This is an optimization exercise on Yosys and OpenROAD, whose aim is small area, not a production implementation.
In this exercise RTL edits were held to simulation tests only and were not proved equivalent to the original.
In run 7 the design's own scripts or RTL, not TritonCTS, make the clock network.
The clock port is modelled as an ideal driver, which makes a skipped or thinned clock tree look cheaper than it is; a real chip needs a root buffer or a tree.
Power figures rest on the tool's default switching activity, not on a simulated workload.

==> design.v <==
module Oven (input ON_OFF_INPUT,
			 input UP,
			 input DOWN,
			 input SW9,
			 input SW8,
			 input clk,
			 input rst,					 
			 output reg ON_OFF_OUTPUT,	 
			 output reg READY,			 
			 output reg DONE,				 
			 output reg [7:0] HEX0,
			 output reg [7:0] HEX1,
			 output reg [7:0] HEX2,
			 output reg [7:0] HEX3
			);
	function [3:0] inc10;
		input [3:0] d;
		inc10 = {d[3] ? ~d[0] : (d[2] & d[1] & d[0]), d[2] ^ (d[1] & d[0]), ~d[3] & (d[1] ^ d[0]), ~d[0]};
	endfunction
	function [3:0] dec10;
		input [3:0] d;
		dec10 = {(d[3] & d[0]) | ~(d[3] | d[2] | d[1] | d[0]),
		         d[2] ? (d[1] | d[0]) : (d[3] & ~d[0]),
		         d[1] ? d[0] : (~d[0] & (d[3] | d[2])),
		         ~d[0]};
	endfunction
	function [2:0] inc6;
		input [2:0] d;
		inc6 = {(d[2] & ~d[0]) | (d[1] & d[0]), ~d[2] & (d[1] ^ d[0]), ~d[0]};
	endfunction
	function [2:0] dec6;
		input [2:0] d;
		dec6 = {(d[2] & d[0]) | ~(d[2] | d[1] | d[0]), (d[1] & d[0]) | (d[2] & ~d[0]), ~d[0]};
	endfunction
	function [2:0] add3;
		input [2:0] d;
		add3 = {~d[2] & (d[1] ^ d[0]), d[0] ? d[2] : ~(d[2] | d[1]), ~d[0]};
	endfunction
	function [2:0] inc8;
		input [2:0] d;
		inc8 = {d[2] ^ (d[1] & d[0]), d[1] ^ d[0], ~d[0]};
	endfunction
	function [2:0] dec8;
		input [2:0] d;
		dec8 = {d[2] ^ ~(d[1] | d[0]), d[1] ^ ~d[0], ~d[0]};
	endfunction
	function [6:0] seg;
		input [3:0] d;
		seg = ~{d[3] | (d[2] & ~d[1]) | (~d[2] & d[1]) | (d[1] & ~d[0]),
		        d[3] | (~d[1] & ~d[0]) | (d[2] & ~d[1]) | (d[2] & ~d[0]),
		        (~d[2] & ~d[0]) | (d[1] & ~d[0]),
		        d[3] | (~d[2] & ~d[0]) | (d[1] & ~d[0]) | (~d[2] & d[1]) | (d[2] & ~d[1] & d[0]),
		        d[2] | ~d[1] | d[0],
		        ~d[2] | (~d[1] & ~d[0]) | (d[1] & d[0]),
		        d[3] | d[1] | (d[2] & d[0]) | (~d[2] & ~d[0])};
	endfunction
	reg [2:0] c8;
	reg [1:0] c3;		 
	reg [4:0] c25;
	wire c25_end = c25[4] & c25[3];
	wire sec_tick  = ~c8[1] & c8[0] & c25_end;
	wire samp_tick = c8[1] & c8[0] & ~c8[2] & c3[1];
	always @ (posedge clk) begin
		if (rst) begin
			c8 <= 0;
			c3 <= 0;
			c25 <= 0;
		end
		else begin
			c8 <= inc8(c8);
			c3 <= {c3[0], ~(c3[0] | c3[1])};
			c25 <= c25_end ? 5'd0 : {c25[4] ^ (c25[3] & c25[2] & c25[1] & c25[0]),
			                         c25[3] ^ (c25[2] & c25[1] & c25[0]),
			                         c25[2] ^ (c25[1] & c25[0]),
			                         c25[1] ^ c25[0], ~c25[0]};
		end
	end
	reg [2:0] m;
	reg st_on, st_mt;
	reg [3:0] ks0; reg [1:0] kb; reg kh; reg [3:0] km0; reg [2:0] km1;
	reg [3:0] ts0; reg [1:0] tb; reg th; reg [3:0] tm0; reg [2:0] tm1;
	reg [2:0] oh; reg [3:0] ot; reg [3:0] ou;
	reg [2:0] ph; reg pf;
	reg decrease_temp;
	wire h_eq  = (oh == ph);
	wire t_pt  = pf ? (~ot[3] & ot[2] & ~ot[1] & ot[0]) : (ot == 4'd0);
	wire u0    = (ou == 4'd0);
	wire eq    = h_eq & t_pt & u0;											 
	wire eqp1  = h_eq & t_pt & ~ou[3] & ~ou[2] & ~ou[1] & ou[0];			 
	wire u9    = ou[3] & ou[0];
	wire eqm1  = u9 & (pf ? (h_eq & ~ot[3] & ot[2] & ~ot[1] & ~ot[0])		 
	                      : ((oh == dec8(ph)) & ot[3] & ot[0]));
	wire h_lt  = (oh[2] < ph[2]) | ((oh[2] == ph[2]) & ((oh[1] < ph[1]) | ((oh[1] == ph[1]) & (oh[0] < ph[0]))));
	wire lt_p  = h_lt | (h_eq & pf & ~ot[3] & ~(ot[2] & (ot[1] | ot[0])));	 
	wire near  = eq | eqm1 | eqp1;
	wire above_room = (oh != 3'd0) | ot[3] | (ot[2] & ot[1] & (ot[0] | (ou[3] | (ou[2] & ou[1]))));
	always @ (posedge clk) begin
		if (rst) begin
			m <= 0;
			st_on <= 0;
			st_mt <= 0;
		end
		else if (samp_tick) begin
			m <= {SW9 & ~(UP & DOWN), SW9 & UP, SW8};
			st_on <= ON_OFF_INPUT;
			st_mt <= ON_OFF_INPUT & st_on & (st_mt ? near : eq);
		end
	end
	wire ts0_0     = (ts0 == 4'd0);
	wire tb_0      = ~tb[1] & ~tb[0];
	wire tm0_0     = (tm0 == 4'd0);
	wire tm0_9     = tm0[3] & tm0[0];
	wire t_zero    = ts0_0 & tb_0 & ~th & tm0_0 & (tm1 == 3'd0);
	wire t_le_3570 = ~((tm1[2] & tm1[1]) | (tm1[2] & tm1[0] & tm0_9 & th & ~(ts0_0 & tb_0)));
	wire t_ge_30   = (tm1 != 3'd0) | ~tm0_0 | th;
	wire t_inc     = ~m[0] & m[2] & ~m[1] & t_le_3570;
	wire t_dec     = ~m[0] & m[2] & m[1] & t_ge_30;
	wire t_cd      = ~t_inc & ~t_dec & READY & ~t_zero;
	wire t_cd_b    = t_cd & ts0_0;				 
	wire t_half    = t_inc | t_dec | (t_cd_b & tb_0);	 
	wire t_up      = t_inc & th;					 
	wire t_down    = (t_dec | (t_cd_b & tb_0)) & ~th;	 
	wire ks0_9  = ks0[3] & ks0[0];
	wire kb_2   = kb[1];
	wire km0_9  = km0[3] & km0[0];
	wire k_wrap = km1[2] & km1[1] & km0[3] & ~km0[0] & ~kh & ~kb[1] & kb[0] & ~ks0[3] & ks0[2] & ~ks0[1] & ks0[0];
	wire heat = st_on & (st_mt ? eqm1 : (lt_p & ~eqm1));
	wire cool = ~heat & (st_on | above_room);
	wire drop = cool & decrease_temp;
	always @ (posedge clk) begin
		if (rst) begin
			ks0 <= 0; kb <= 0; kh <= 0; km0 <= 0; km1 <= 0;
			ts0 <= 0; tb <= 0; th <= 0; tm0 <= 0; tm1 <= 0;
			oh <= 3'd0; ot <= 4'd6; ou <= 4'd5;
			ph <= 3'd3; pf <= 0;
			decrease_temp <= 0;
			ON_OFF_OUTPUT <= 0;
			READY <= 0;
			DONE <= 0;
		end
		else if (sec_tick) begin
			if (k_wrap) begin
				ks0 <= 0; kb <= 0; kh <= 0; km0 <= 0; km1 <= 0;
			end
			else begin
				ks0 <= inc10(ks0);
				if (ks0_9) kb <= {kb[0], ~(kb[0] | kb[1])};
				if (ks0_9 & kb_2) kh <= ~kh;
				if (ks0_9 & kb_2 & kh) km0 <= inc10(km0);
				if (ks0_9 & kb_2 & kh & km0_9) km1 <= inc8(km1);
			end
			if (t_cd) ts0 <= dec10(ts0);
			if (t_cd_b) tb <= {tb_0, tb[1]};
			if (t_half) th <= ~th;
			if (t_up) begin
				tm0 <= inc10(tm0);
				if (tm0_9) tm1 <= inc8(tm1);
			end
			else if (t_down) begin
				tm0 <= dec10(tm0);
				if (tm0_0) tm1 <= dec8(tm1);
			end
			if (m[0] & m[2] & ~m[1] & ~(ph[2] & ph[0])) begin
				if (pf) ph <= inc8(ph);
				pf <= ~pf;
			end
			else if (m[0] & m[2] & m[1] & ~(~ph[2] & ~ph[1] & ~pf)) begin
				if (~pf) ph <= dec8(ph);
				pf <= ~pf;
			end
			if (heat) begin
				ou <= {~ou[3] & (ou[2] & ou[1]), ou[2] ^ ou[1], ~ou[1] & ~ou[3], ou[0]};
				if (ou[3]) begin
					ot <= inc10(ot);
					if (ot[3] & ot[0]) oh <= inc8(oh);
				end
			end
			else if (cool) begin
				decrease_temp <= ~decrease_temp;
				if (decrease_temp) begin
					ou <= dec10(ou);
					if (u0) begin
						ot <= dec10(ot);
						if (ot == 4'd0) oh <= dec8(oh);
					end
				end
			end
			ON_OFF_OUTPUT <= st_on;
			READY <= st_mt;
			if (st_mt) DONE <= t_zero;
		end
	end
	wire is_temp = m[0];
	wire is_set  = m[1] | m[2];
	reg [3:0] d3, d2, d1, d0;
	function [3:0] tens;
		input h;
		input [1:0] b;
		tens = {1'b0, h & (b[1] | b[0]), h ? ~(b[1] | b[0]) : b[1], b[0] ^ h};
	endfunction
	always @ (*) begin
		case ({is_temp, is_set})
			2'b00:   begin d3 = {1'b0, km1}; d2 = km0; d1 = tens(kh, kb); d0 = ks0; end
			2'b01:   begin d3 = {1'b0, tm1}; d2 = tm0; d1 = tens(th, tb); d0 = ts0; end
			2'b10:   begin d3 = {1'b0, oh};  d2 = ot;  d1 = ou;          d0 = 4'd0; end
			default: begin d3 = {1'b0, ph};  d2 = {1'b0, pf, 1'b0, pf}; d1 = 4'd0; d0 = 4'd0; end
		endcase
		HEX3 = {1'b1, seg(d3)};
		HEX2 = {is_temp, seg(d2)};
		HEX1 = {1'b1, seg(d1)};
		HEX0 = is_temp ? 8'b10001110 : {1'b1, seg(d0)};
	end
endmodule
==> flow/run.sh <==
#!/bin/bash
# Own layout flow: the standard flow with three changes.
#  1. After the standard synthesis (standard.sh synth, unchanged), the combinational logic
#     is re-mapped by Yosys/ABC with an area-oriented script (flow/abc.script). The
#     flip-flops of the standard synthesis are kept as they are (names, cells, nets).
#  2. Ports are buffered with buf_1 instead of the larger default buffer.
#  3. CTS uses clkbuf_4 and no dummy loads.
# Each step's full output goes to a log file of its own in the work folder.
set -euo pipefail
W=$PWD
F=$W/flow
RES=$W/orfs/results/$FLOW_PLATFORM/Oven/base
bash standard.sh synth > $W/synth.log 2>&1
cp $RES/1_2_yosys.v $W/standard_synth.v
# registers: every cell type that holds state is kept as a black box
KEEP=$(grep -o "sky130_fd_sc_hd__d[a-z]*_[0-9]*" $W/standard_synth.v | sort -u | tr '\n' ' ' | sed 's/ $//')
echo "kept cells: $KEEP" > $W/resyn.log
OWN_LIB=$(ls $FLOW_HOME/platforms/$FLOW_PLATFORM/lib/sky130_fd_sc_hd__tt_025C_1v80.lib) \
OWN_IN=$W/standard_synth.v OWN_OUT=$W/resyn.v OWN_KEEP="$KEEP" OWN_ABC_SCRIPT=$F/abc.script \
  yosys -c $F/resyn.tcl >> $W/resyn.log 2>&1
OWN_LIB=$(ls $FLOW_HOME/platforms/$FLOW_PLATFORM/lib/sky130_fd_sc_hd__tt_025C_1v80.lib) \
OWN_IN=$W/standard_synth.v OWN_OUT=$W/resyn.v OWN_KEEP="$KEEP" \
  yosys -c $F/check.tcl > $W/resyn_check.log 2>&1
cp $W/resyn.v $RES/1_2_yosys.v
bash standard.sh finish \
  "BUFFER_PORTS_ARGS=-buffer_cell sky130_fd_sc_hd__buf_1" \
  "CTS_ARGS=-sink_clustering_enable -repair_clock_nets -dont_use_dummy_load -buf_list sky130_fd_sc_hd__clkbuf_4" \
  > $W/layout.log 2>&1
==> flow/abc.script <==
strash
 &get -n
 &deepsyn -T 20
 &put
 &get -n
 &dch -f
 &nf -R 1000
 &put
==> flow/check.tcl <==
# Checks of the re-mapped netlist: it is well formed, and its logic is equivalent to the
# standard synthesis netlist (the flip-flops, kept as they are, cut the design into
# combinational parts that are proven equal net by net).
yosys -import
set lib $::env(OWN_LIB)
read_liberty -lib $lib
read_verilog $::env(OWN_OUT)
hierarchy -top $::env(FLOW_TOP)
check -assert
design -reset
read_liberty -overwrite -ignore_miss_func $lib
read_verilog $::env(OWN_IN)
yosys rename $::env(FLOW_TOP) gold
read_verilog $::env(OWN_OUT)
yosys rename $::env(FLOW_TOP) gate
foreach m [split $::env(OWN_KEEP) " "] { blackbox $m }
flatten
opt_clean
equiv_make gold gate equiv
hierarchy -top equiv
equiv_simple -seq 0
equiv_status -assert
==> flow/resyn.tcl <==
# Re-map the combinational logic of the standard synthesis netlist with a stronger,
# area-oriented ABC script. Flip-flop instances (names, cell types, Q nets) are kept.
yosys -import
set lib $::env(OWN_LIB)
read_liberty -overwrite -ignore_miss_func -setattr liberty_cell $lib
read_verilog $::env(OWN_IN)
hierarchy -top $::env(FLOW_TOP)
foreach m [split $::env(OWN_KEEP) " "] { blackbox $m }
flatten
yosys rename -hide w:*.*
opt_clean
techmap
opt -fast
# the platform's don't-use cells (DONT_USE_CELLS: probe and lpflow cells)
set fh [open $lib r]; set txt [read $fh]; close $fh
set dont_use {}
foreach {all name} [regexp -all -inline {cell \("?(sky130_fd_sc_hd__[a-z0-9_]+)"?\)} $txt] {
  if {[string match *lpflow* $name] || [string match *probe* $name]} { lappend dont_use -dont_use $name }
}
abc -script $::env(OWN_ABC_SCRIPT) -liberty $lib {*}$dont_use
opt_clean -purge
hilomap -singleton -hicell sky130_fd_sc_hd__conb_1 HI -locell sky130_fd_sc_hd__conb_1 LO
insbuf -buf sky130_fd_sc_hd__buf_4 A X
splitnets
opt_clean
tee -o $::env(OWN_OUT).stat stat -liberty $lib
write_verilog -noattr -noexpr -nohex -nodec $::env(OWN_OUT)
==> standard.sh <==
#!/bin/bash
# synth_recipe.tcl (not shown) runs the flow's synth.tcl, then flattens the netlist and writes it again
# the make line also repeats each setting of config.mk as NAME=value (left out here)
make -C /OpenROAD-flow-scripts/flow DESIGN_CONFIG=/design/flow/config.mk WORK_HOME=/design/flow/orfs CLKGATE_MAP_FILE= SYNTH_SCRIPT=/design/flow/synth_recipe.tcl "${@:-finish}"
==> config.mk <==
export PLATFORM = sky130hd
export DESIGN_NAME = Oven
export DESIGN_NICKNAME = Oven
export VERILOG_FILES = /design/flow/design.v
export SDC_FILE = /design/flow/constraint.sdc
export NUM_CORES = 4
export LEC_CHECK = 0
export CAP_MARGIN = 20
export CORE_MARGIN = 2
export CORE_UTILIZATION = 40
export SLEW_MARGIN = 20
==> constraint.sdc <==
create_clock -name core_clock -period 150.0 [get_ports {clk}]
set_input_delay 30.0000 -clock core_clock [delete_from_list [all_inputs] [get_ports {clk}]]
set_output_delay 30.0000 -clock core_clock [all_outputs]
set_load 0.01 [all_outputs]
==> summary.md, run 1 <==
| Metric | Value |
|---|---|
| Outcome | finished clean |
| Static leakage | 1.39 nW |
| Post-placement cell area | 3600 um2 |
| I/O Pins | 42 |
| Die area | 9070 um2 |
| Cell total after placement | 583 |
| CTS tree | yes |
| Pwr Total | 0.0259 mW |
| Crit-path max cell delay | 760 ps |
| Grt ovf | 0 |
| Clock Tree Root | clkbuf_4 |
| Starting density of the core | 40.9% |
| Hold buffers post-CTS | 0 |
| Worst hold path type | register to register |
| Initial antenna violation count | 0 |
| DRT Wirelength | 8500 um |
| PnR worst setup slack | 116690 ps |
| Global-route wire length before repair | 14000 um |
| Area Overhead vs Synth | 10.0% |
| Commonest non-fill, non-tap cell in the layout | nand2_1 |
| Pwr/cell area | 7.06 nW/um2 |
| # DRC | 0 |
| RSZ-0062 raised after global routing | no |
| Hold EP | c3[0]$_SDFF_PP0_ |
| Reg-to-Reg End | oh[2]$_SDFFE_PP0P_ |
| DR vias | 3260 |
| Finished Cell Area | 3660 um2 |
| CP Capture Type | output port |
| Syn Area/Cell | 7.57 um2 |
| Setup Buffers After CTS | 0 |
| DRT iter0 DRCs | 175 |
| Peak supply drop | 3.95 uV |
| Site Rows | 33 |
| Placement Setup Slack | 117150 ps |
| Final min period | 33310 ps |
| Hold Path Stages | 1 |
| Sum Neg Setup Slack | 0 ps |
| Number of global-route vias before repair | 2947 |
| Clock transition at path regs | 120 ps |
| Syn. warnings | 1 |
| Startpoint types | register |
| CTS Buf Count | 9 |
| CP Max Fanout | 11 |
| Utilization after layout | 45.0% |
| Reg2Reg Depth | 22 |
| Die Y | 95.2 um |
| GP Congestion | 0.880 |
| Htree depth | 3 |
| Routed Antenna Nets | 0 |
| Share of cells above drive strength 1 | 2.26% |
| CP required | 120000 ps |
| CP Data Arrival Time | 3310 ps |
| Actual slew at the worst max-slew pin | 853 ps |
| Layout Cells excl Fill | 592 |
| Clock tree sinks | 62 |
| Post-Syn Instances | 440 |
| Hold Fails Final Rpt | 0 |
| All-Layer GR Usage | 20.1% |
| Clock Latency Late Sink | 420 ps |
| Hold Slack | 403 ps |
| Die Wd | 95.2 um |
| Max-slew headroom | 42.7% |
| Clk buf depth | 2 |
| Cell Area, Synth | 3330 um2 |
| Commonest cells after routing, fill and taps aside | nand2_1, nor2_1, dfxtp_1 |
| Core area | 8130 um2 |
| Avg WL per Cell | 14.4 um |
| Port Buf Inserts | 38 |
| Max_cap viols | 0 |
| Hold Startpoint | c3[1]$_SDFF_PP0_ |
| Setup-failing EPs final | 0 |
| Fin crit share | 22.2% |
| Pre-Repair DR Iteration Count | 4 |
| Worst reg2reg startpoint | oh[2]$_SDFFE_PP0P_ |
| Nets | 496 |
| Worst-path cell chain | clkinv_1 > nor3_1 > nand2_1 > o21ai_0 > a21oi_1 > or2_0 > and2_0 > nor3b_1 > nor2b_1 > buf_1 |
| Max frequency | 30.0 MHz |
| Crit Path Category | register to output port |
| Final Max Slew Viols | 0 |
| Critical path's slowest cell | nor3_1 |
| Antenna cells | 0 |
| Detailed Place HPWL | 6450 um |
| Vias/cell | 5.51 |
| Post-CTS sizing | 0 |
| Clock skew | 44.1 ps |
| R2R Setup Slk | 144770 ps |
| Pin count of the biggest net entering global routing | 38 |
-- worst max-delay path, delay by kind of cell (launching register included) --
kind | cells | cell delay (ps)
AO/OA/AOI/OAI | 2 | 200
buffers and inverters | 2 | 450
flip-flops | 1 | 540
AND/OR/NAND/NOR | 6 | 1720
-- metal layers --
metal / track usage (%) / up-vias / share of wire [%]
met4: 7.97 / 0 / 2.1
met3: 5.14 / 13 / 5.5
met1: 25.8 / 1474 / 48
met2: 32.2 / 92 / 44
met5: 0 / - / 0
li1: - / 1681 / -
-- report_power, final --
part / leakage, nW / internal [mW] / switching (mW) / total, mW
sequential: 0.501 / 0.0166 / 0.000146 / 0.0168
clock: 0.0414 / 0.00278 / 0.00524 / 0.00802
combinational: 0.852 / 0.000362 / 0.000705 / 0.00107
-- flip-flops by register name, summed over array words and instances (netlist names), 4 cells and up, named ones only --
name / flops
c25: 5
km0: 4
ks0: 4
ou: 4
-- worst max-delay path by stage --
stage                      startpoint       to  slack, ps  cells after the start
finish              m[0]$_SDFFE_PP0P_  HEX1[0]     116690                     10
detailed placement  m[0]$_SDFFE_PP0P_  HEX1[0]     117150                     10
global placement    m[0]$_SDFFE_PP0P_  HEX1[0]     117270                     10
floorplan           m[0]$_SDFFE_PP0P_  HEX1[0]     117500                      9
global route        m[0]$_SDFFE_PP0P_  HEX1[0]     116260                     10
CTS                 m[0]$_SDFFE_PP0P_  HEX1[0]     116710                     10
-- layout make-up --
| class | instances | area, um2 |
|---|---|---|
| fill | 841 | 4470 |
| multi-input combinational | 360 | 2010 |
| sequential | 62 | 1240 |
| timing repair buffer | 40 | 158 |
| tap | 105 | 131 |
| clock buffer | 9 | 67.6 |
| inverter | 16 | 60.1 |
==> inputs of run 2 (changes only) <==
--- a/design.v
+++ b/design.v
@@ -57,22 +57,20 @@
 	reg [2:0] c8;
 	reg [1:0] c3;		 
 	reg [4:0] c25;
-	wire c25_end = c25[4] & c25[3];
+	wire c25_end = ~c25[2] & ~c25[3] & ~c25[4];
+	wire [15:0] c25_fb = 16'b0010001010001000;
 	wire sec_tick  = ~c8[1] & c8[0] & c25_end;
 	wire samp_tick = c8[1] & c8[0] & ~c8[2] & c3[1];
 	always @ (posedge clk) begin
 		if (rst) begin
 			c8 <= 0;
 			c3 <= 0;
-			c25 <= 0;
+			c25 <= 5'd7;
 		end
 		else begin
 			c8 <= inc8(c8);
 			c3 <= {c3[0], ~(c3[0] | c3[1])};
-			c25 <= c25_end ? 5'd0 : {c25[4] ^ (c25[3] & c25[2] & c25[1] & c25[0]),
-			                         c25[3] ^ (c25[2] & c25[1] & c25[0]),
-			                         c25[2] ^ (c25[1] & c25[0]),
-			                         c25[1] ^ c25[0], ~c25[0]};
+			c25 <= {c25[3:0], c25[4] ^ c25_fb[c25[3:0]]};
 		end
 	end
 	reg [2:0] m;
==> flow/run.sh (replaced) <==
#!/bin/bash
# Own layout flow: the standard flow with three changes.
#  1. After the standard synthesis (standard.sh synth, unchanged), the combinational logic
#     is re-mapped by Yosys/ABC with an area-oriented script (flow/abc.script), run with
#     four random seeds; the smallest result is kept. The flip-flops of the standard
#     synthesis are kept as they are (names, cells, nets), and the re-mapped logic is
#     proven equivalent to the standard netlist (flow/check.tcl) before it is used.
#  2. Ports are buffered with buf_1 instead of the larger default buffer.
#  3. CTS uses clkbuf_4 and no dummy loads.
# Each step's full output goes to a log file of its own in the work folder.
set -euo pipefail
W=$PWD
F=$W/flow
RES=$W/orfs/results/$FLOW_PLATFORM/Oven/base
export OWN_LIB=$(ls $FLOW_HOME/platforms/$FLOW_PLATFORM/lib/sky130_fd_sc_hd__tt_025C_1v80.lib)
bash standard.sh synth > $W/synth.log 2>&1
cp $RES/1_2_yosys.v $W/standard_synth.v
export OWN_IN=$W/standard_synth.v
# registers: every cell type that holds state is kept as a black box
export OWN_KEEP=$(grep -o "sky130_fd_sc_hd__d[a-z]*_[0-9]*" $W/standard_synth.v | sort -u | tr '\n' ' ' | sed 's/ $//')
for sd in 0 1 2 3; do
  sed "s/@SEED@/$sd/" $F/abc.script > $W/abc_$sd.script
  OWN_OUT=$W/resyn_$sd.v OWN_ABC_SCRIPT=$W/abc_$sd.script yosys -c $F/resyn.tcl > $W/resyn_$sd.log 2>&1 &
done
wait
best=$(for sd in 0 1 2 3; do echo "$(grep 'Chip area' $W/resyn_$sd.v.stat | awk '{print $NF}') $sd"; done | sort -g | head -1 | cut -d' ' -f2)
echo "kept cells: $OWN_KEEP; areas: $(grep -h 'Chip area' $W/resyn_*.v.stat | awk '{print $NF}' | tr '\n' ' '); best seed $best" > $W/resyn.log
cp $W/resyn_$best.v $W/resyn.v
OWN_OUT=$W/resyn.v yosys -c $F/check.tcl > $W/resyn_check.log 2>&1
cp $W/resyn.v $RES/1_2_yosys.v
bash standard.sh finish \
  "BUFFER_PORTS_ARGS=-buffer_cell sky130_fd_sc_hd__buf_1" \
  "CTS_ARGS=-sink_clustering_enable -repair_clock_nets -dont_use_dummy_load -buf_list sky130_fd_sc_hd__clkbuf_4" \
  > $W/layout.log 2>&1
==> flow/abc.script (replaced) <==
strash
&get -n
&deepsyn -T 40 -S @SEED@
&put
&get -n
&dch -f
&nf -R 1000
&put
--- a/flow/resyn.tcl
+++ b/flow/resyn.tcl
@@ -20,7 +20,7 @@
 abc -script $::env(OWN_ABC_SCRIPT) -liberty $lib {*}$dont_use
 opt_clean -purge
 hilomap -singleton -hicell sky130_fd_sc_hd__conb_1 HI -locell sky130_fd_sc_hd__conb_1 LO
-insbuf -buf sky130_fd_sc_hd__buf_4 A X
+insbuf -buf sky130_fd_sc_hd__buf_1 A X
 splitnets
 opt_clean
 tee -o $::env(OWN_OUT).stat stat -liberty $lib
--- a/config.mk
+++ b/config.mk
@@ -5,6 +5,7 @@
 export SDC_FILE = /design/flow/constraint.sdc
 export NUM_CORES = 4
 export LEC_CHECK = 0
+export ABC_AREA = 1
 export CAP_MARGIN = 20
 export CORE_MARGIN = 2
 export CORE_UTILIZATION = 40
==> summary.md, run 2 <==
| Metric | Value |
|---|---|
| Pre-Repair DR Iteration Count | 5 (+1) |
| DRT Wirelength | 8500 um (about the same) |
| Clock Tree Root | clkbuf_4 |
| Avg WL per Cell | 15.1 um (+5.0%) |
| Hold Path Stages | 1 (unchanged) |
| Static leakage | 1.35 nW (-3.1%) |
| Detailed Place HPWL | 6190 um (-3.9%) |
| Hold Startpoint | c3[0]$_SDFF_PP0_ |
| WP buf/inv | 1 (-1) |
| Max FFs per register | 5 (unchanged) |
| Clock tree sinks | 62 (unchanged) |
| Reg-to-Reg End | oh[2]$_SDFFE_PP0P_ |
| Setup Buffers After CTS | 0 (unchanged) |
| Cell Area, Synth | 3230 um2 (-3.0%) |
| Sum Neg Setup Slack | 0 ps (unchanged) |
| Worst hold path type | register to register |
| Port Buf Inserts | 38 (unchanged) |
| Max_cap viols | 0 (unchanged) |
| GP Congestion | 0.841 (-4.5%) |
| Outcome | finished clean |
| Setup-failing EPs final | 0 (unchanged) |
| Share of cells above drive strength 1 | 2.60% (+0.34 points) |
| Antenna cells | 0 (unchanged) |
| Max-slew headroom | 47.8% (+5.1 points) |
| Post-CTS sizing | 0 (unchanged) |
| Critical path's slowest cell | nor2_1 |
| Worst-path cell chain | nor2_1 > nor2_1 > a222oi_1 > o21ai_0 > a21oi_1 > nor2b_1 > nor3_1 > or2_0 > buf_1 |
| DRT iter0 DRCs | 178 (+1.7%) |
| Post-Syn Instances | 415 (-5.7%) |
| Number of global-route vias before repair | 2904 (-1.5%) |
| R2R Setup Slk | 145490 ps (+720 ps) |
| Commonest non-fill, non-tap cell in the layout | dfxtp_1 |
| Die area | 8810 um2 (-2.8%) |
| Pwr/cell area | 7.29 nW/um2 (+3.2%) |
| Pin count of the biggest net entering global routing | 36 (-5.3%) |
| Routed Antenna Nets | 0 (unchanged) |
| Clock transition at path regs | 120 ps (about the same) |
| CTS tree | yes |
| Hold buffers post-CTS | 0 (unchanged) |
| # DRC | 0 (unchanged) |
| CP dominant cell by count | nor2_1 |
| Fillers | 817 (-2.9%) |
| CP top delay family | simple AND/OR/NAND/NOR gates |
| Grt ovf | 0 (unchanged) |
| Starting density of the core | 41.6% (+0.66 points) |
| Crit Path Category | register to output port |
| Finished Cell Area | 3580 um2 (-2.2%) |
| Fin crit share | 22.1% (-0.11 points) |
| Area Overhead vs Synth | 10.9% |
| DR vias | 3256 (-0.12%) |
| I/O Pins | 42 (unchanged) |
| Worst reg2reg startpoint | oh[2]$_SDFFE_PP0P_ |
| Initial antenna violation count | 0 (unchanged) |
| Reg2Reg Depth | 19 (-14%) |
| Core area | 7770 um2 (-4.5%) |
| RSZ-0062 raised after global routing | no |
| Site Rows | 32 (-3.0%) |
| Commonest cells after routing, fill and taps aside | dfxtp_1, nor2_1, nand2_1 |
| Actual slew at the worst max-slew pin | 777 ps (-76.0 ps) |
| Die Y | 93.9 um (-1.4%) |
| Post-placement cell area | 3510 um2 (-2.3%) |
| Hold Slack | 422 ps (+18.4 ps) |
| CP Data Arrival Time | 3150 ps (-160 ps) |
| Nets | 471 (-5.0%) |
| Clock Latency Late Sink | 420 ps (about the same) |
| Die Wd | 93.9 um (-1.4%) |
| Peak supply drop | 4.72 uV (+20%) |
| Crit-path max cell delay | 510 ps (-250 ps) |
| Clk buf depth | 2 (unchanged) |
| Startpoint types | register |
| Cell total after placement | 555 (-4.8%) |
| Hold EP | c3[0]$_SDFF_PP0_ |
| Vias/cell | 5.77 (+4.8%) |
| CTS Buf Count | 9 (unchanged) |
| Clock skew | 34.5 ps (-9.54 ps) |
| Global-route wire length before repair | 14000 um (+0.25%) |
| Htree depth | 3 (unchanged) |
| Utilization after layout | 46.1% (+1.1 points) |
| Register with the most flip-flops | c25 |
| CP Capture Type | output port |
| CP Max Fanout | 10 (-1) |
| Layout Cells excl Fill | 564 (-4.7%) |
| CP required | 120000 ps (about the same) |
| Syn Area/Cell | 7.78 um2 (+2.9%) |
| Max frequency | 30.2 MHz (+0.48%) |
| Final Max Slew Viols | 0 (unchanged) |
| Hold Fails Final Rpt | 0 (unchanged) |
| All-Layer GR Usage | 20.3% (+0.21 points) |
| Final min period | 33150 ps (-160 ps) |
| Syn. warnings | 1 (unchanged) |
==> run 2: changes by cell type in the layout (fill, tap and decap cells not counted), moves of 4 or more <==
| cell | previous run | this run |
|---|---|---|
| nor3_1 | 21 | 15 |
| a21oi_1 | 33 | 39 |
| nand2_1 | 64 | 44 |
| o21a_1 | 8 | 3 |
| o21ai_0 | 25 | 34 |
| nor2_1 | 63 | 51 |
| nand4_1 | 1 | 6 |
| clkinv_1 | 16 | 12 |
==> run 2: per-layer routing <==
layer | part of all wire [%] | wire, um | GRT usage (%) | vias up
li1 | - | - | - | 1629
met1 | 47 | 4010 | 27.3 | 1524
met2 | 46 | 3920 | 31.8 | 93
met3 | 5.6 | 476 | 5.22 | 10
met4 | 1.1 | 91 | 6.40 | 0
met5 | 0 | 0 | 0 | -
==> run 2: report_power, final <==
| part | switching [mW] | internal (mW) |
|---|---|---|
| logic | 0.000676 | 0.000334 |
| registers | 0.000150 | 0.0167 |
| clock network | 0.00549 | 0.00279 |
| total | 0.00632 | 0.0198 |
==> run 2: area by class of cell <==
class | count | area (um2) | share of cell area (%)
clock buffer | 9 | 67.6 | 1.89
sequential | 62 | 1240 | 34.6
inverter | 12 | 45.0 | 1.26
multi-input combinational | 339 | 1940 | 54.2
timing repair buffer | 40 | 158 | 4.40
tap | 102 | 128 | 3.56
==> run 2: how the worst max path moves through the flow <==
stage | slack (ps) | start | to | cells past startpoint
after floorplan | 117670 | m[1]$_SDFFE_PP0P_ | HEX3[4] | 8
after global placement | 117530 | m[1]$_SDFFE_PP0P_ | HEX3[4] | 9
after detailed placement | 117340 | m[1]$_SDFFE_PP0P_ | HEX3[4] | 9
after CTS | 116830 | m[1]$_SDFFE_PP0P_ | HEX3[4] | 9
after global routing | 116450 | m[1]$_SDFFE_PP0P_ | HEX3[4] | 9
final | 116850 | m[1]$_SDFFE_PP0P_ | HEX3[4] | 9
==> run 2: worst reg2reg max path, stage by stage, from the launching register on <==
cell      delay (ps)
dfxtp_1          470
xor2_1           230
a21oi_1          100
nand4_1          130
o21ai_0          110
nor3_1           310
nand4_1          140
a21oi_1          220
or3_1            130
a21boi_0         140
a311oi_1         450
and3_1           280
nand2b_1          80
or3_1            360
or3_1            380
nor3_1           290
nor2_1           130
nor2_1           210
and3_1           190
nor3_1            50
==> run 2: per-stage QoR <==
stage | worst slack [ps] | power [mW]
floorplan | 117670 | 0.0178
global placement | 117530 | 0.0182
detailed placement | 117340 | 0.0182
CTS | 116830 | 0.0264
global route | 116450 | 0.0272
finish | 116850 | 0.0261
==> inputs of run 3 (changes only) <==
--- a/config.mk
+++ b/config.mk
@@ -8,5 +8,5 @@
 export ABC_AREA = 1
 export CAP_MARGIN = 20
 export CORE_MARGIN = 2
-export CORE_UTILIZATION = 40
+export CORE_UTILIZATION = 65
 export SLEW_MARGIN = 20
==> summary.md, run 3 <==
| Metric | Value |
|---|---|
| Syn Area/Cell | 7.78 um2 (unchanged) |
| Routed Antenna Nets | 0 (unchanged) |
| Grt ovf | 0 (unchanged) |
| Crit Path Category | register to output port |
| Number of global-route vias before repair | 2835 (-2.4%) |
| Hold Fails Final Rpt | 0 (unchanged) |
| Register with the most flip-flops | c25 |
| Max frequency | 30.2 MHz (+0.21%) |
| Max FFs per register | 5 (unchanged) |
| Setup Buffers After CTS | 0 (unchanged) |
| Global-route wire length before repair | 12800 um (-9.0%) |
| Post-CTS sizing | 0 (unchanged) |
| Clock skew | 25.7 ps (-8.88 ps) |
| Pin count of the biggest net entering global routing | 36 (unchanged) |
| DR vias | 3295 (+1.2%) |
| Final min period | 33080 ps (-70.0 ps) |
| Clock transition at path regs | 110 ps (about the same) |
| I/O Pins | 42 (unchanged) |
| Final Max Slew Viols | 0 (unchanged) |
| Htree depth | 3 (unchanged) |
| DRT iter0 DRCs | 272 (+53%) |
| Site Rows | 25 (-22%) |
| PnR worst setup slack | 116920 ps (+70.0 ps) |
| Detailed Place HPWL | 5870 um (-5.2%) |
| Antenna cells | 0 (unchanged) |
| Clk buf depth | 2 (unchanged) |
| Avg WL per Cell | 15.2 um (+0.72%) |
| Pre-Repair DR Iteration Count | 6 (+1) |
| Peak supply drop | 5.75 uV (+22%) |
| Port Buf Inserts | 38 (unchanged) |
| Worst hold path type | register to register |
| Commonest non-fill, non-tap cell in the layout | dfxtp_1 |
| Sum Neg Setup Slack | 0 ps (unchanged) |
| Syn. warnings | 1 (unchanged) |
| # DRC | 0 (unchanged) |
| Max-slew headroom | 56.2% (+8.4 points) |
| Initial antenna violation count | 0 (unchanged) |
| Clock Latency Late Sink | 400 ps (-20 ps) |
| Die Y | 74.5 um (-21%) |
| DRT Wirelength | 8030 um (-5.5%) |
| RSZ-0062 raised after global routing | no |
| GP Congestion | 0.971 (+16%) |
| Fin crit share | 22.1% (-0.047 points) |
| Core area | 4750 um2 (-39%) |
| CTS Buf Count | 9 (unchanged) |
| Die area | 5550 um2 (-37%) |
| Outcome | finished clean |
| Clock Tree Root | clkbuf_4 |
| Crit-path max cell delay | 490 ps (-20 ps) |
| Cell Area, Synth | 3230 um2 (unchanged) |
| Startpoint types | register |
| Nets | 471 (unchanged) |
| Die Wd | 74.5 um (-21%) |
| CP required | 120000 ps (about the same) |
| Area Overhead vs Synth | 9.33% |
| Setup-failing EPs final | 0 (unchanged) |
| Hold buffers post-CTS | 0 (unchanged) |
| Vias/cell | 6.23 (+7.9%) |
| Static leakage | 1.35 nW (about the same) |
| Max_cap viols | 0 (unchanged) |
| Critical path's slowest cell | nor2_1 |
| Placement Setup Slack | 117420 ps (+82.0 ps) |
| All-Layer GR Usage | 30.3% (+10 points) |
| Pwr/cell area | 7.31 nW/um2 (+0.27%) |
| Actual slew at the worst max-slew pin | 652 ps (-125 ps) |
| Commonest cells after routing, fill and taps aside | dfxtp_1, nor2_1, nand2_1 |
| CTS tree | yes |
| Clock tree sinks | 62 (unchanged) |
| Post-Syn Instances | 415 (unchanged) |
| Share of cells above drive strength 1 | 2.38% (-0.22 points) |
| CP Capture Type | output port |
| R2R Setup Slk | 145510 ps (+20 ps) |
| Starting density of the core | 67.9% (+26 points) |
| CP Data Arrival Time | 3080 ps (-70 ps) |
| CP Max Fanout | 10 (unchanged) |
| Worst-path cell chain | nor2_1 > and2_0 > a222oi_1 > o21ai_0 > clkinv_1 > xnor2_1 > nand2_1 > a21oi_1 > nor2b_1 > buf_1 |
[run 3: where the power goes]
part,switching (mW),internal [mW],total (mW)
Clock,0.00521,0.00279,0.00799
Combinational,0.000670,0.000333,0.00100
Sequential,0.000152,0.0167,0.0168
Total,0.00603,0.0198,0.0258
[run 3: metal layers]
metal	track usage [%]	share of wire, %	vias to the layer above
li1	-	-	1628
met5	0	0	-
met1	38.7	44	1529
met4	13.5	2.0	0
met3	7.72	6.4	17
met2	48.5	47	121
[run 3: area by class of cell]
type / count / area (um2)
clock buffer: 9 / 67.6
fill: 392 / 1220
inverter: 12 / 45.0
multi-input combinational: 339 / 1940
sequential: 62 / 1240
tap: 67 / 83.8
timing repair buffer: 40 / 158
[run 3: worst paths after layout]
| kind | start | end | cells past startpoint |
|---|---|---|---|
| max | m[1]$_SDFFE_PP0P_ | HEX1[0] | 10 |
| min | c3[0]$_SDFF_PP0_ | c3[0]$_SDFF_PP0_ | 1 |
| max reg2reg | oh[2]$_SDFFE_PP0P_ | oh[2]$_SDFFE_PP0P_ | 19 |
| min reg2reg | c3[0]$_SDFF_PP0_ | c3[0]$_SDFF_PP0_ | 1 |
[run 3: stage by stage]
step | utilization [%] | instances | power, mW | area [um2] | hold slack [ps]
after floorplan | - | 417 | 0.0178 | 3240 | 389
after global routing | 74.3 | 529 | 0.0267 | 3530 | 445
after CTS | 74.3 | 529 | 0.0259 | 3530 | 425
after detailed placement | 72.9 | 520 | 0.0182 | 3460 | 411
after global placement | 72.9 | 520 | 0.0181 | 3460 | 402
final | 74.3 | 529 | 0.0258 | 3530 | 421
[run 3: worst max-delay path, delay by kind of cell, from the launching register on]
kind / cells / cell delay, ps
xor gates and xnor gates: 1 / 220
buffers and inverters: 2 / 330
DFF: 1 / 400
AOI/OAI and AO/OA: 3 / 500
and+or+nand+nor: 4 / 1210
==> inputs of run 4 (changes only) <==
==> flow/abc.script (replaced) <==
strash
&get -n
&deepsyn -T 40 -S @SEED@
&put
&get -n
&dch -f
&nf -R 1000
&put
mfs2
strash
&get -n
&dch -f
&nf -R 1000
&put
==> summary.md, run 4 <==
| Metric | Value |
|---|---|
| Outcome | finished clean |
| Detailed Place HPWL | 5640 um (-4.0%) |
| DRT Wirelength | 7880 um (-2.0%) |
| Port Buf Inserts | 38 (unchanged) |
| Hold Startpoint | c3[0]$_SDFF_PP0_ |
| Avg WL per Cell | 14.6 um (-3.6%) |
| Commonest cells after routing, fill and taps aside | nor2_1, dfxtp_1, nand2_1 |
| Reg-to-Reg End | oh[0]$_SDFFE_PP0P_ |
| Clock transition at path regs | 100 ps (about the same) |
| Number of global-route vias before repair | 2808 (-0.95%) |
| Starting density of the core | 68.3% (+0.34 points) |
| Site Rows | 25 (unchanged) |
| Pre-Repair DR Iteration Count | 6 (unchanged) |
| Syn Area/Cell | 7.64 um2 (-1.9%) |
| Commonest non-fill, non-tap cell in the layout | nor2_1 |
| Initial antenna violation count | 0 (unchanged) |
| Pin count of the biggest net entering global routing | 50 (+39%) |
| Fillers | 387 (-1.3%) |
| R2R Setup Slk | 145910 ps (+400 ps) |
| Antenna cells | 0 (unchanged) |
| Die Y | 74.7 um (+0.23%) |
| Vias/cell | 6.02 (-3.4%) |
| DR vias | 3238 (-1.7%) |
| CP Data Arrival Time | 3190 ps (+110 ps) |
| Fin crit share | 22.1% (+0.073 points) |
| Final Max Slew Viols | 0 (unchanged) |
| Global-route wire length before repair | 13100 um (+2.2%) |
| Static leakage | 1.33 nW (-1.7%) |
| Finished Cell Area | 3540 um2 (+0.28%) |
| RSZ-0062 raised after global routing | no |
| DRT iter0 DRCs | 170 (-38%) |
| Area Overhead vs Synth | 9.09% |
| Worst reg2reg startpoint | oh[1]$_SDFFE_PP0P_ |
| Grt ovf | 0 (unchanged) |
| Htree depth | 3 (unchanged) |
| Max frequency | 30.1 MHz (-0.33%) |
| Critical path origin | m[1]$_SDFFE_PP0P_ |
| Post-CTS sizing | 0 (unchanged) |
| Sum Neg Setup Slack | 0 ps (unchanged) |
| Worst setup endpoint | HEX3[6] |
| Clock Latency Late Sink | 420 ps (+20 ps) |
| Max FFs per register | 5 (unchanged) |
| CP required | 120000 ps (about the same) |
| Hold buffers post-CTS | 0 (unchanged) |
| Hold Fails Final Rpt | 0 (unchanged) |
| Setup-failing EPs final | 0 (unchanged) |
| All-Layer GR Usage | 30.8% (+0.45 points) |
| PnR worst setup slack | 116810 ps (-110 ps) |
| Worst hold path type | register to register |
| Setup Buffers After CTS | 0 (unchanged) |
| CTS Buf Count | 9 (unchanged) |
| Reg2Reg Depth | 17 (-2) |
| Post-placement cell area | 3470 um2 (+0.29%) |
| Die Wd | 74.7 um (+0.23%) |
| Register with the most flip-flops | c25 |
| Utilization after layout | 74.5% (+0.21 points) |
| Nets | 480 (+1.9%) |
| Share of cells above drive strength 1 | 2.34% (-0.045 points) |
| CTS tree | yes |
| Routed Antenna Nets | 0 (unchanged) |
| Max-slew headroom | 46.5% (-9.7 points) |
| # DRC | 0 (unchanged) |
| Post-Syn Instances | 425 (+2.4%) |
| Die area | 5580 um2 (+0.47%) |
| Syn. warnings | 1 (unchanged) |
| Placement Setup Slack | 117340 ps (-74.0 ps) |
| CP Max Fanout | 12 (+2) |
| Clk buf depth | 2 (unchanged) |
| I/O Pins | 42 (unchanged) |
| GP Congestion | 0.934 (-3.8%) |
| Crit Path Category | register to output port |
| CP Capture Type | output port |
| Startpoint types | register |
| Clock tree sinks | 62 (unchanged) |
| Actual slew at the worst max-slew pin | 796 ps (+145 ps) |
| Clock Tree Root | clkbuf_4 |
| Cell Area, Synth | 3250 um2 (+0.50%) |
| Peak supply drop | 6.58 uV (+14%) |
| Clock skew | 30.7 ps (+5.01 ps) |
| Final min period | 33190 ps (+110 ps) |
| Pwr/cell area | 8.19 nW/um2 (+12%) |
| Max_cap viols | 0 (unchanged) |
| Core area | 4750 um2 (unchanged) |
-- run 4: critical path, cell delays in order, from the launching register on --
cell and delay, ps:
dfxtp_1 430, nor2_1 570, nor2_1 240, a222oi_1 400, nand2_1 130, nor2b_1 240
or2_0 170, nand2_1 90, and2_0 170, nor3_1 170, buf_1 170
-- run 4: metal layers --
layer	GRT usage [%]	vias up	routed length (um)
met1	41.0	1486	3600
met3	7.76	11	426
met5	0	-	0
met2	50.0	105	3740
met4	8.33	0	112
li1	-	1636	-
-- run 4: cell type report --
type                    count  area (um2)  share of cell area, %
multi-input cells         353        1970                   55.6
flip-flops and latches     62        1240                   35.0
repair buffers             39         151                   4.27
well taps                  67        83.8                   2.37
clock buffers               9        67.6                   1.91
inverters                   8        30.0                  0.848
-- run 4: worst min-delay path by stage --
| stage | to | slack [ps] | cells after the start |
|---|---|---|---|
| after detailed placement | c3[0]$_SDFF_PP0_ | 420 | 1 |
| after CTS | c3[0]$_SDFF_PP0_ | 430 | 1 |
| after floorplan | c3[0]$_SDFF_PP0_ | 390 | 1 |
| final | c3[0]$_SDFF_PP0_ | 430 | 1 |
| after global routing | c3[0]$_SDFF_PP0_ | 460 | 1 |
| after global placement | c3[0]$_SDFF_PP0_ | 400 | 1 |
-- run 4: metrics by stage --
stage / power [mW] / instances / hold slack, ps
2_1_floorplan: 0.0200 / 427 / 389
3_3_place_gp: 0.0212 / 529 / 400
3_5_place_dp: 0.0214 / 529 / 415
4_1_cts: 0.0293 / 538 / 432
5_1_grt: 0.0303 / 538 / 455
6_report: 0.0290 / 538 / 432
-- run 4: power by group --
| part | total [mW] | leakage [nW] | switching (mW) | internal [mW] |
|---|---|---|---|---|
| clock | 0.00797 | 0.0414 | 0.00519 | 0.00278 |
| sequential | 0.0171 | 0.503 | 0.000393 | 0.0167 |
| combinational | 0.00390 | 0.784 | 0.00257 | 0.00133 |
==> inputs of run 5 (changes only) <==
--- a/flow/run.sh
+++ b/flow/run.sh
@@ -30,5 +30,5 @@
 cp $W/resyn.v $RES/1_2_yosys.v
 bash standard.sh finish \
   "BUFFER_PORTS_ARGS=-buffer_cell sky130_fd_sc_hd__buf_1" \
-  "CTS_ARGS=-sink_clustering_enable -repair_clock_nets -dont_use_dummy_load -buf_list sky130_fd_sc_hd__clkbuf_4" \
+  "CTS_ARGS=-sink_clustering_enable -repair_clock_nets -dont_use_dummy_load -buf_list sky130_fd_sc_hd__clkbuf_2 sky130_fd_sc_hd__clkbuf_4 sky130_fd_sc_hd__clkbuf_8" \
   > $W/layout.log 2>&1
==> flow/abc.script (replaced) <==
strash
&get -n
&deepsyn -T 40 -S @SEED@
&put
&get -n
&dch -f
&nf -R 1000
&put
==> summary.md, run 5 <==
| Metric | Value |
|---|---|
| Failing step | clock tree synthesis (4_1_cts) |
| Outcome | stopped before the end |
| Die Y | 74.5 um (-0.23%) |
| GP Congestion | 0.971 (+4.0%) |
| Detailed Place HPWL | 5870 um (+4.1%) |
| Syn Area/Cell | 7.78 um2 (+1.9%) |
| Tool error | [ERROR STA-0564] clock_tree_synthesis positional arguments not supported. |
| Post-Syn Instances | 415 (-2.4%) |
| Starting density of the core | 67.9% (-0.34 points) |
| Cell total after placement | 520 (-1.7%) |
| Die Wd | 74.5 um (-0.23%) |
| Site Rows | 25 (unchanged) |
| Cell Area, Synth | 3230 um2 (-0.50%) |
| Port Buf Inserts | 38 (unchanged) |
| I/O Pins | 42 (unchanged) |
| Syn. warnings | 1 (unchanged) |
run 5: metrics by stage:
stage          util (%)  instance area (um2)  hold slack [ps]  setup slack, ps
3_3_place_gp       72.9                 3460              402           117580
2_1_floorplan         -                 3240              389           117670
3_5_place_dp       72.9                 3460              411           117420
run 5: how the worst min path moves through the flow:
stage	from	end	slack (ps)	cells past startpoint
detailed placement	c3[0]$_SDFF_PP0_	c3[0]$_SDFF_PP0_	410	1
global placement	c3[0]$_SDFF_PP0_	c3[0]$_SDFF_PP0_	400	1
floorplan	c3[0]$_SDFF_PP0_	c3[0]$_SDFF_PP0_	390	1
run 5: power groups by stage:
stage / sequential (mW) / clock, mW / combinational, mW
after global placement: 0.0172 / 0 / 0.000971
after floorplan: 0.0171 / 0 / 0.000612
after detailed placement: 0.0172 / 0 / 0.000999
==> inputs of run 6 (changes only) <==
==> flow/run.sh (replaced) <==
#!/bin/bash
# Own layout flow: the standard flow with three changes.
#  1. After the standard synthesis (standard.sh synth, unchanged), the combinational logic
#     is re-mapped by Yosys/ABC with an area-oriented script (flow/abc.script), from eight
#     random seeds; the smallest result is kept. The flip-flops of the standard synthesis
#     are kept as they are (names, cells, nets), and each result is proven equivalent to
#     the standard netlist, flip-flop by flip-flop (flow/check.tcl), before it is used.
#  2. Ports are buffered with buf_1 instead of the larger default buffer.
#  3. CTS uses clkbuf_4 and no dummy loads.
# Each tool's full output goes to a log file of its own in the work folder.
set -euo pipefail
W=$PWD
F=$W/flow
RES=$W/orfs/results/$FLOW_PLATFORM/Oven/base
export OWN_LIB=$(ls $FLOW_HOME/platforms/$FLOW_PLATFORM/lib/sky130_fd_sc_hd__tt_025C_1v80.lib)
bash standard.sh synth > $W/synth.log 2>&1
cp $RES/1_2_yosys.v $W/standard_synth.v
export OWN_IN=$W/standard_synth.v
# registers: every cell type that holds state is kept as a black box
export OWN_KEEP=$(grep -o "sky130_fd_sc_hd__d[a-z]*_[0-9]*" $W/standard_synth.v | sort -u | tr '\n' ' ' | sed 's/ $//')
cand() {
  local c=$W/cand_$1
  sed "s/@SEED@/$1/" $F/abc.script > $c.abc
  OWN_OUT=$c.v OWN_ABC_SCRIPT=$c.abc yosys -c $F/resyn.tcl > $c.resyn.log 2>&1
  OWN_OUT=$c.v yosys -c $F/check.tcl > $c.check.log 2>&1
  grep 'Chip area' $c.v.stat | awk '{print $NF}' > $c.ok
}
for sd in 0 1 2 3; do cand $sd & done; wait
for sd in 4 5 6 7; do cand $sd & done; wait
for f in $W/cand_*.ok; do echo "$f $(cat $f)"; done > $W/candidates.log
best=$(for f in $W/cand_*.ok; do [[ -s $f ]] && echo "$(cat $f) ${f%.ok}"; done | sort -g | head -1 | cut -d' ' -f2)
echo "best: $best" >> $W/candidates.log
cp $best.v $W/final_synth.v
cp $best.v $RES/1_2_yosys.v
bash standard.sh finish \
  "BUFFER_PORTS_ARGS=-buffer_cell sky130_fd_sc_hd__buf_1" \
  "CTS_ARGS=-sink_clustering_enable -repair_clock_nets -dont_use_dummy_load -buf_list sky130_fd_sc_hd__clkbuf_4" \
  > $W/layout.log 2>&1
==> flow/abc.script (replaced) <==
strash
&get -n
&deepsyn -T 30 -S @SEED@
&put
&get -n
&dch -f
&nf -R 1000
&put
mfs2 -a -e -W 4 -M 1000
strash
&get -n
&dch -f
&nf -R 1000
&put
mfs2 -a -e -W 4 -M 1000
strash
&get -n
&dch -f
&nf -R 1000
&put
==> summary.md, run 6 <==
| Metric | Value |
|---|---|
| Outcome | finished clean |
| Syn Area/Cell | 7.64 um2 (-1.8%) |
| Switching Fraction | 23.0% |
| Register with the most flip-flops | c25 |
| Commonest cells after routing, fill and taps aside | dfxtp_1, nand2_1, nor2_1 |
| Clk buf depth | 2 |
| Routed Antenna Nets | 0 |
| Worst hold path type | register to register |
| NetSw | 0.00591 mW |
| Grt ovf | 0 |
| Cell-internal power | 0.0198 mW |
| Die area | 5580 um2 |
| Pwr Total | 0.0257 mW |
| Die Y | 74.7 um (+0.26%) |
| Post-Syn Instances | 425 (+2.4%) |
| PnR worst setup slack | 116550 ps |
| Hold Fails Final Rpt | 0 |
| CTS tree | yes |
| Fin crit share | 22.3% |
| Startpoint types | register |
| CP Data Arrival Time | 3450 ps |
| Vias/cell | 6.08 |
| # DRC | 0 |
| Seq pwr share | 65.4% |
| Antenna cells | 0 |
| Commonest non-fill, non-tap cell in the layout | dfxtp_1 |
| DRT iter0 DRCs | 276 |
| Global-route wire length before repair | 12900 um |
| Setup-failing EPs final | 0 |
| DRT Wirelength | 8030 um |
| Clock Latency Late Sink | 430 ps |
| DR vias | 3278 |
| Pin count of the biggest net entering global routing | 50 |
| Syn. warnings | 1 (unchanged) |
| Max_cap viols | 0 |
| Max-slew headroom | 33.3% |
| Cell Area, Synth | 3250 um2 (+0.54%) |
| CP Max Fanout | 10 |
| Clock tree sinks | 62 |
| Crit Path Category | register to output port |
| Actual slew at the worst max-slew pin | 987 ps |
| Hold buffers post-CTS | 0 |
| Clock Tree Root | clkbuf_4 |
| I/O Pins | 42 (unchanged) |
| Static leakage | 1.30 nW |
| Starting density of the core | 67.9% (-0.078 points) |
| Placement Setup Slack | 117100 ps (-321 ps) |
| All-Layer GR Usage | 30.4% |
| Avg WL per Cell | 14.9 um |
| Clock transition at path regs | 100 ps |
| Final Max Slew Viols | 0 |
| CP required | 120000 ps |
| Setup Buffers After CTS | 0 |
| Comb pwr share | 3.7% |
| Area Overhead vs Synth | 9.32% |
| Clock group share of total power | 30.9% |
| Nets | 481 |
| Peak supply drop | 7.11 uV |
| Site Rows | 25 (unchanged) |
| CTS Buf Count | 9 |
| Pre-Repair DR Iteration Count | 6 |
| Final min period | 33450 ps |
| RSZ-0062 raised after global routing | no |
| Post-CTS sizing | 0 |
| CP Capture Type | output port |
| Core area | 4790 um2 |
| Sum Neg Setup Slack | 0 ps |
| Pwr/cell area | 7.23 nW/um2 |
| Max frequency | 29.9 MHz |
| Fillers | 395 |
| Htree depth | 3 |
| Share of cells above drive strength 1 | 2.54% |
| GP Congestion | 0.907 (-6.6%) |
| Detailed Place HPWL | 5840 um (-0.52%) |
| Number of global-route vias before repair | 2845 |
| Max FFs per register | 5 |
| Hold Slack | 411 ps |
| Port Buf Inserts | 38 (unchanged) |
| Clock skew | 41.5 ps |
| Initial antenna violation count | 0 |
| Die Wd | 74.7 um (+0.26%) |
## run 6: path summary, 6_finish.rpt
check,startpoint,to,slack [ps],depth (start not counted)
worst max register to register,oh[1]$_SDFFE_PP0P_,oh[2]$_SDFFE_PP0P_,146330,17
worst min register to register,c3[1]$_SDFF_PP0_,c3[0]$_SDFF_PP0_,410,1
worst min-delay path,c3[1]$_SDFF_PP0_,c3[0]$_SDFF_PP0_,410,1
worst max-delay path,m[1]$_SDFFE_PP0P_,HEX2[0],116550,9
## run 6: layout make-up
type                    count  area (um2)  area share [%]
multi-input cells         351        1960            55.3
flip-flops and latches     62        1240            35.0
repair buffers             40         159            4.47
well taps                  67        83.8            2.36
clock buffers               9        67.6            1.90
inverters                  10        37.5            1.06
## run 6: routing by layer
| metal | vias to the layer above | track usage [%] | wire length, um |
|---|---|---|---|
| met1 | 1494 | 40.6 | 3650 |
| met2 | 129 | 48.1 | 3640 |
| met5 | - | 0 | 0 |
| met4 | 0 | 9.33 | 179 |
| met3 | 22 | 8.70 | 553 |
| li1 | 1633 | - | - |
## run 6: critical path: stages, from the launching register on
cell and delay [ps]:
dfxtp_1 500, or2_0 620, nor2_1 290, a221oi_1 640, a21oi_1 180, a221oi_1 230
nand2_1 110, nor2_1 150, and3_1 170, buf_1 140
## run 6: power by group through the flow
stage / combinational, mW / clock (mW) / sequential, mW
after global placement: 0.000920 / 0 / 0.0172
final: 0.000950 / 0.00793 / 0.0168
after CTS: 0.000946 / 0.00802 / 0.0168
after detailed placement: 0.000939 / 0 / 0.0172
after floorplan: 0.000557 / 0 / 0.0171
after global routing: 0.00107 / 0.00876 / 0.0168
## run 6: stage by stage
step	std cells	utilization [%]	cell area, um2
2_1_floorplan	427	-	3260
3_3_place_gp	530	72.8	3480
3_5_place_dp	530	72.8	3480
4_1_cts	539	74.2	3550
5_1_grt	539	74.2	3550
6_report	539	74.2	3550
==> inputs of run 7 (changes only) <==
--- a/flow/run.sh
+++ b/flow/run.sh
@@ -1,12 +1,13 @@
 #!/bin/bash
 # Own layout flow: the standard flow with three changes.
 #  1. After the standard synthesis (standard.sh synth, unchanged), the combinational logic
-#     is re-mapped by Yosys/ABC with an area-oriented script (flow/abc.script), from eight
+#     is re-mapped by Yosys/ABC with an area-oriented script (flow/abc.script), from twelve
 #     random seeds; the smallest result is kept. The flip-flops of the standard synthesis
 #     are kept as they are (names, cells, nets), and each result is proven equivalent to
 #     the standard netlist, flip-flop by flip-flop (flow/check.tcl), before it is used.
 #  2. Ports are buffered with buf_1 instead of the larger default buffer.
-#  3. CTS uses clkbuf_4 and no dummy loads.
+#  3. The clock tree is built by flow/own_cts.tcl (a root buffer and one leaf buffer per
+#     cluster of about 7 flip-flops) instead of TritonCTS.
 # Each tool's full output goes to a log file of its own in the work folder.
 set -euo pipefail
 W=$PWD
@@ -25,8 +26,9 @@
   OWN_OUT=$c.v yosys -c $F/check.tcl > $c.check.log 2>&1
   grep 'Chip area' $c.v.stat | awk '{print $NF}' > $c.ok
 }
-for sd in 0 1 2 3; do cand $sd & done; wait
-for sd in 4 5 6 7; do cand $sd & done; wait
+for r in 0 1 2; do
+  for i in 0 1 2 3; do cand $((4 * r + i)) & done; wait
+done
 for f in $W/cand_*.ok; do echo "$f $(cat $f)"; done > $W/candidates.log
 best=$(for f in $W/cand_*.ok; do [[ -s $f ]] && echo "$(cat $f) ${f%.ok}"; done | sort -g | head -1 | cut -d' ' -f2)
 echo "best: $best" >> $W/candidates.log
@@ -34,5 +36,5 @@
 cp $best.v $RES/1_2_yosys.v
 bash standard.sh finish \
   "BUFFER_PORTS_ARGS=-buffer_cell sky130_fd_sc_hd__buf_1" \
-  "CTS_ARGS=-sink_clustering_enable -repair_clock_nets -dont_use_dummy_load -buf_list sky130_fd_sc_hd__clkbuf_4" \
+  "PRE_CTS_TCL=$F/own_cts.tcl" \
   > $W/layout.log 2>&1
==> flow/own_cts.tcl (new file) <==
set block [ord::get_db_block]
set db [ord::get_db]
set clknet [$block findNet [get_full_name [lindex [get_property [lindex [all_clocks] 0] sources] 0]]]
set root_name sky130_fd_sc_hd__clkbuf_2
set leaf_name sky130_fd_sc_hd__buf_4
set root_m [$db findMaster $root_name]
set leaf_m [$db findMaster $leaf_name]
set sinks {}
foreach it [$clknet getITerms] {
  set b [[$it getInst] getBBox]
  lappend sinks [list $it [expr ([$b xMin] + [$b xMax]) / 2] [expr ([$b yMin] + [$b yMax]) / 2]]
}
set n [llength $sinks]
set k [expr {($n + 6) / 7}]
# k-means on the sink positions, seeded with sinks spread along the sorted order
set sorted [lsort -real -index 1 $sinks]
set cent {}
for {set i 0} {$i < $k} {incr i} {
  set s [lindex $sorted [expr int(($i + 0.5) * $n / $k)]]
  lappend cent [list [lindex $s 1] [lindex $s 2]]
}
for {set iter 0} {$iter < 50} {incr iter} {
  set assign {}
  foreach s $sinks {
    set best 0; set bd 1e30
    for {set i 0} {$i < $k} {incr i} {
      set c [lindex $cent $i]
      set d [expr abs([lindex $s 1] - [lindex $c 0]) + abs([lindex $s 2] - [lindex $c 1])]
      if {$d < $bd} { set bd $d; set best $i }
    }
    lappend assign $best
  }
  set newc {}
  for {set i 0} {$i < $k} {incr i} {
    set sx 0; set sy 0; set m 0
    foreach s $sinks a $assign { if {$a == $i} { set sx [expr $sx + [lindex $s 1]]; set sy [expr $sy + [lindex $s 2]]; incr m } }
    if {$m > 0} { lappend newc [list [expr $sx / $m] [expr $sy / $m]] } else { lappend newc [lindex $cent $i] }
  }
  set cent $newc
}
# root buffer
set rx 0; set ry 0
foreach c $cent { set rx [expr $rx + [lindex $c 0]]; set ry [expr $ry + [lindex $c 1]] }
set rx [expr int($rx / $k)]; set ry [expr int($ry / $k)]
set root [odb::dbInst_create $block $root_m clkbuf_own_root]
set rnet [odb::dbNet_create $block clknet_own_root]
$rnet setSigType CLOCK
for {set i 0} {$i < $k} {incr i} {
  set leaf [odb::dbInst_create $block $leaf_m clkbuf_own_leaf_$i]
  set lnet [odb::dbNet_create $block clknet_own_leaf_$i]
  $lnet setSigType CLOCK
  [$leaf findITerm A] connect $rnet
  [$leaf findITerm X] connect $lnet
  set c [lindex $cent $i]
  $leaf setLocation [expr int([lindex $c 0])] [expr int([lindex $c 1])]
  $leaf setPlacementStatus PLACED
  foreach s $sinks a $assign {
    if {$a == $i} { set it [lindex $s 0]; $it disconnect; $it connect $lnet }
  }
}
[$root findITerm A] connect $clknet
[$root findITerm X] connect $rnet
$root setLocation $rx $ry
$root setPlacementStatus PLACED
set_propagated_clock [all_clocks]
puts "own clock tree: $n sinks, $k leaves ($leaf_name), root $root_name"
proc clock_tree_synthesis {args} { puts "clock_tree_synthesis skipped: the clock tree was built by PRE_CTS_TCL" }
==> summary.md, run 7 <==
| Metric | Value |
|---|---|
| Worst reg2reg startpoint | oh[1]$_SDFFE_PP0P_ |
| RSZ-0062 raised after global routing | no |
| Actual slew at the worst max-slew pin | 966 ps (-21.2 ps) |
| Post-CTS sizing | 0 (unchanged) |
| Startpoint types | register |
| Antenna cells | 0 (unchanged) |
| DRT iter0 DRCs | 219 (-21%) |
| DRT Wirelength | 7790 um (-3.0%) |
| Detailed Place HPWL | 5780 um (-1.0%) |
| PnR worst setup slack | 116790 ps (+240 ps) |
| Port Buf Inserts | 38 (unchanged) |
| Worst path depth | 9 (unchanged) |
| NetSw | 0.00642 mW (+8.6%) |
| Hold Path Stages | 1 (unchanged) |
| Nets | 481 (unchanged) |
| Syn. warnings | 1 (unchanged) |
| Reg2Reg Depth | 19 (+2) |
| Clock group share of total power | 31.4% (+0.5 points) |
| Routed Antenna Nets | 0 (unchanged) |
| Clock transition at path regs | 90 ps (about the same) |
| Seq pwr share | 63.3% (-2.1 points) |
| Fin crit share | 22.1% (-0.16 points) |
| Final min period | 33210 ps (-240 ps) |
| Finished Cell Area | 3550 um2 (unchanged) |
| Hold Slack | 416 ps (+5.10 ps) |
| Crit-path max cell delay | 650 ps (about the same) |
| DR vias | 3269 (-0.27%) |
| Die Y | 74.6 um (-0.17%) |
| Commonest cells after routing, fill and taps aside | nor2_1, dfxtp_1, a21oi_1 |
| Vias/cell | 6.06 (-0.27%) |
| Commonest non-fill, non-tap cell in the layout | nor2_1 |
| Comb pwr share | 5.3% (+1.6 points) |
| Placement Setup Slack | 117390 ps (+292 ps) |
| Pre-Repair DR Iteration Count | 5 (-1) |
| Reg-to-Reg End | oh[2]$_SDFFE_PP0P_ |
| Worst hold path type | register to register |
| I/O Pins | 42 (unchanged) |
| Register with the most flip-flops | c25 |
| Max_cap viols | 0 (unchanged) |
| WP buf/inv | 2 (+1) |
| R2R Setup Slk | 146360 ps (+30 ps) |
| All-Layer GR Usage | 27.6% (-2.8 points) |
| Crit Path Category | register to output port |
| Critical path's slowest cell | dfxtp_1 |
| CP Max Fanout | 15 (+5) |
| Worst-path cell chain | clkinv_1 > o21ai_0 > o22ai_1 > nor2_1 > a21boi_0 > nor2b_1 > nor3_1 > or2_0 > buf_1 |
| Max FFs per register | 5 (unchanged) |
| CP required | 120000 ps (about the same) |
| Die Wd | 74.6 um (-0.17%) |
| Site Rows | 25 (unchanged) |
| Avg WL per Cell | 14.5 um (-3.0%) |
| Starting density of the core | 68.1% (+0.21 points) |
| Die area | 5560 um2 (-0.33%) |
| Hold Fails Final Rpt | 0 (unchanged) |
| Max frequency | 30.1 MHz (+0.72%) |
| Initial antenna violation count | 0 (unchanged) |
| Post-Syn Instances | 424 (-0.24%) |
| Setup-failing EPs final | 0 (unchanged) |
| GP Congestion | 0.908 (+0.11%) |
| Hold EP | c3[0]$_SDFF_PP0_ |
| Cell-internal power | 0.0204 mW (+3.2%) |
| Hold Startpoint | c3[1]$_SDFF_PP0_ |
| Post-placement cell area | 3480 um2 (-0.14%) |
| CP top delay family | compound AO/OA/AOI/OAI gates |
| Peak supply drop | 8.06 uV (+13%) |
| Pwr/cell area | 7.55 nW/um2 (+4.4%) |
| Clock skew | 26.1 ps (-15.4 ps) |
| Max-slew headroom | 34.7% (+1.4 points) |
| Hold buffers post-CTS | 0 (unchanged) |
| Grt ovf | 0 (unchanged) |
| Core area | 4750 um2 (-0.65%) |
| Number of global-route vias before repair | 2856 (+0.39%) |
| Sum Neg Setup Slack | 0 ps (unchanged) |
| Final Max Slew Viols | 0 (unchanged) |
| Clock Latency Late Sink | 510 ps (+80 ps) |
| Cell Area, Synth | 3240 um2 (-0.35%) |
| Setup Buffers After CTS | 0 (unchanged) |
| Global-route wire length before repair | 12500 um (-3.7%) |
| # DRC | 0 (unchanged) |
| Static leakage | 1.37 nW (+5.3%) |
| Switching Fraction | 23.9% (+0.93 points) |
| Syn Area/Cell | 7.63 um2 (-0.11%) |
| CP Data Arrival Time | 3210 ps (-240 ps) |
| Pin count of the biggest net entering global routing | 48 (-4.0%) |
| CP Capture Type | output port |
| Outcome | finished clean |
| Area Overhead vs Synth | 9.70% |
| Share of cells above drive strength 1 | 2.97% (+0.42 points) |
## run 7: changes by cell type in the layout (fill, tap and decap cells not counted), sizes merged, moves of 7 or more
cell and change:
nor2 +19, nand2 -16, buf +9, clkbuf -8, a31oi -7, nor3 +7
## run 7: worst max-delay path by stage
stage / from / to
2_1_floorplan: m[0]$_SDFFE_PP0P_ / HEX3[4]
3_3_place_gp: m[0]$_SDFFE_PP0P_ / HEX1[6]
3_5_place_dp: m[0]$_SDFFE_PP0P_ / HEX3[4]
4_1_cts: m[0]$_SDFFE_PP0P_ / HEX3[4]
5_1_grt: m[0]$_SDFFE_PP0P_ / HEX3[4]
6_report: m[0]$_SDFFE_PP0P_ / HEX3[4]
## run 7: per-stage QoR
stage / total power, mW / util [%] / cells
6_report: 0.0268 / 74.7 / 539
5_1_grt: 0.0278 / 74.7 / 539
4_1_cts: 0.0270 / 74.7 / 539
3_5_place_dp: 0.0188 / 73.2 / 529
3_3_place_gp: 0.0187 / 73.2 / 529
2_1_floorplan: 0.0182 / - / 426
## run 7: power groups by stage
stage,Sequential (mW),Clock (mW),Combinational (mW)
6_report,0.0170,0.00842,0.00143
5_1_grt,0.0170,0.00916,0.00163
4_1_cts,0.0170,0.00858,0.00143
3_5_place_dp,0.0173,0,0.00142
3_3_place_gp,0.0173,0,0.00138
2_1_floorplan,0.0173,0,0.000921
## run 7: layer usage
metal | wire length, um | part of all wire, % | vias up | global-route usage, %
met3 | 434 | 5.6 | 18 | 3.93
met5 | 0 | 0 | - | 0
met4 | 149 | 1.9 | 0 | 7.94
li1 | - | - | 1642 | -
met2 | 3820 | 49 | 87 | 49.2
met1 | 3390 | 43 | 1522 | 34.6
## run 7: worst reg2reg max path, cell delays in order (launching register included)
cell and delay, ps:
dfxtp_1 490, clkinv_1 110, a21oi_1 190, o21ai_0 170
nor3_1 200, nand3_1 100, nor2_1 140, a22oi_1 110
nor2_1 180, o21ai_0 160, a21oi_1 220, a21oi_1 60
nor2_1 220, nand2_1 80, nor2_1 170, and2_0 340
nand3_1 120, o21ai_0 190, a21oi_1 150, nor3_1 170
## run 7: layout make-up
type / instances / area (um2)
multi-input cells: 352 / 1960
inverters: 8 / 30.0
well taps: 67 / 83.8
flip-flops and latches: 62 / 1240
repair buffers: 40 / 159
plain buffers: 10 / 72.6
fillers: 396 / 1200

Check on run 7: ideal ports give 116.789 ns setup slack; a clkbuf_16 on the clock port and buf_2 on the inputs give 116.763 ns; moving port delays by the midpoint clock arrival (0.526 ns) as well gives 117.288 ns.
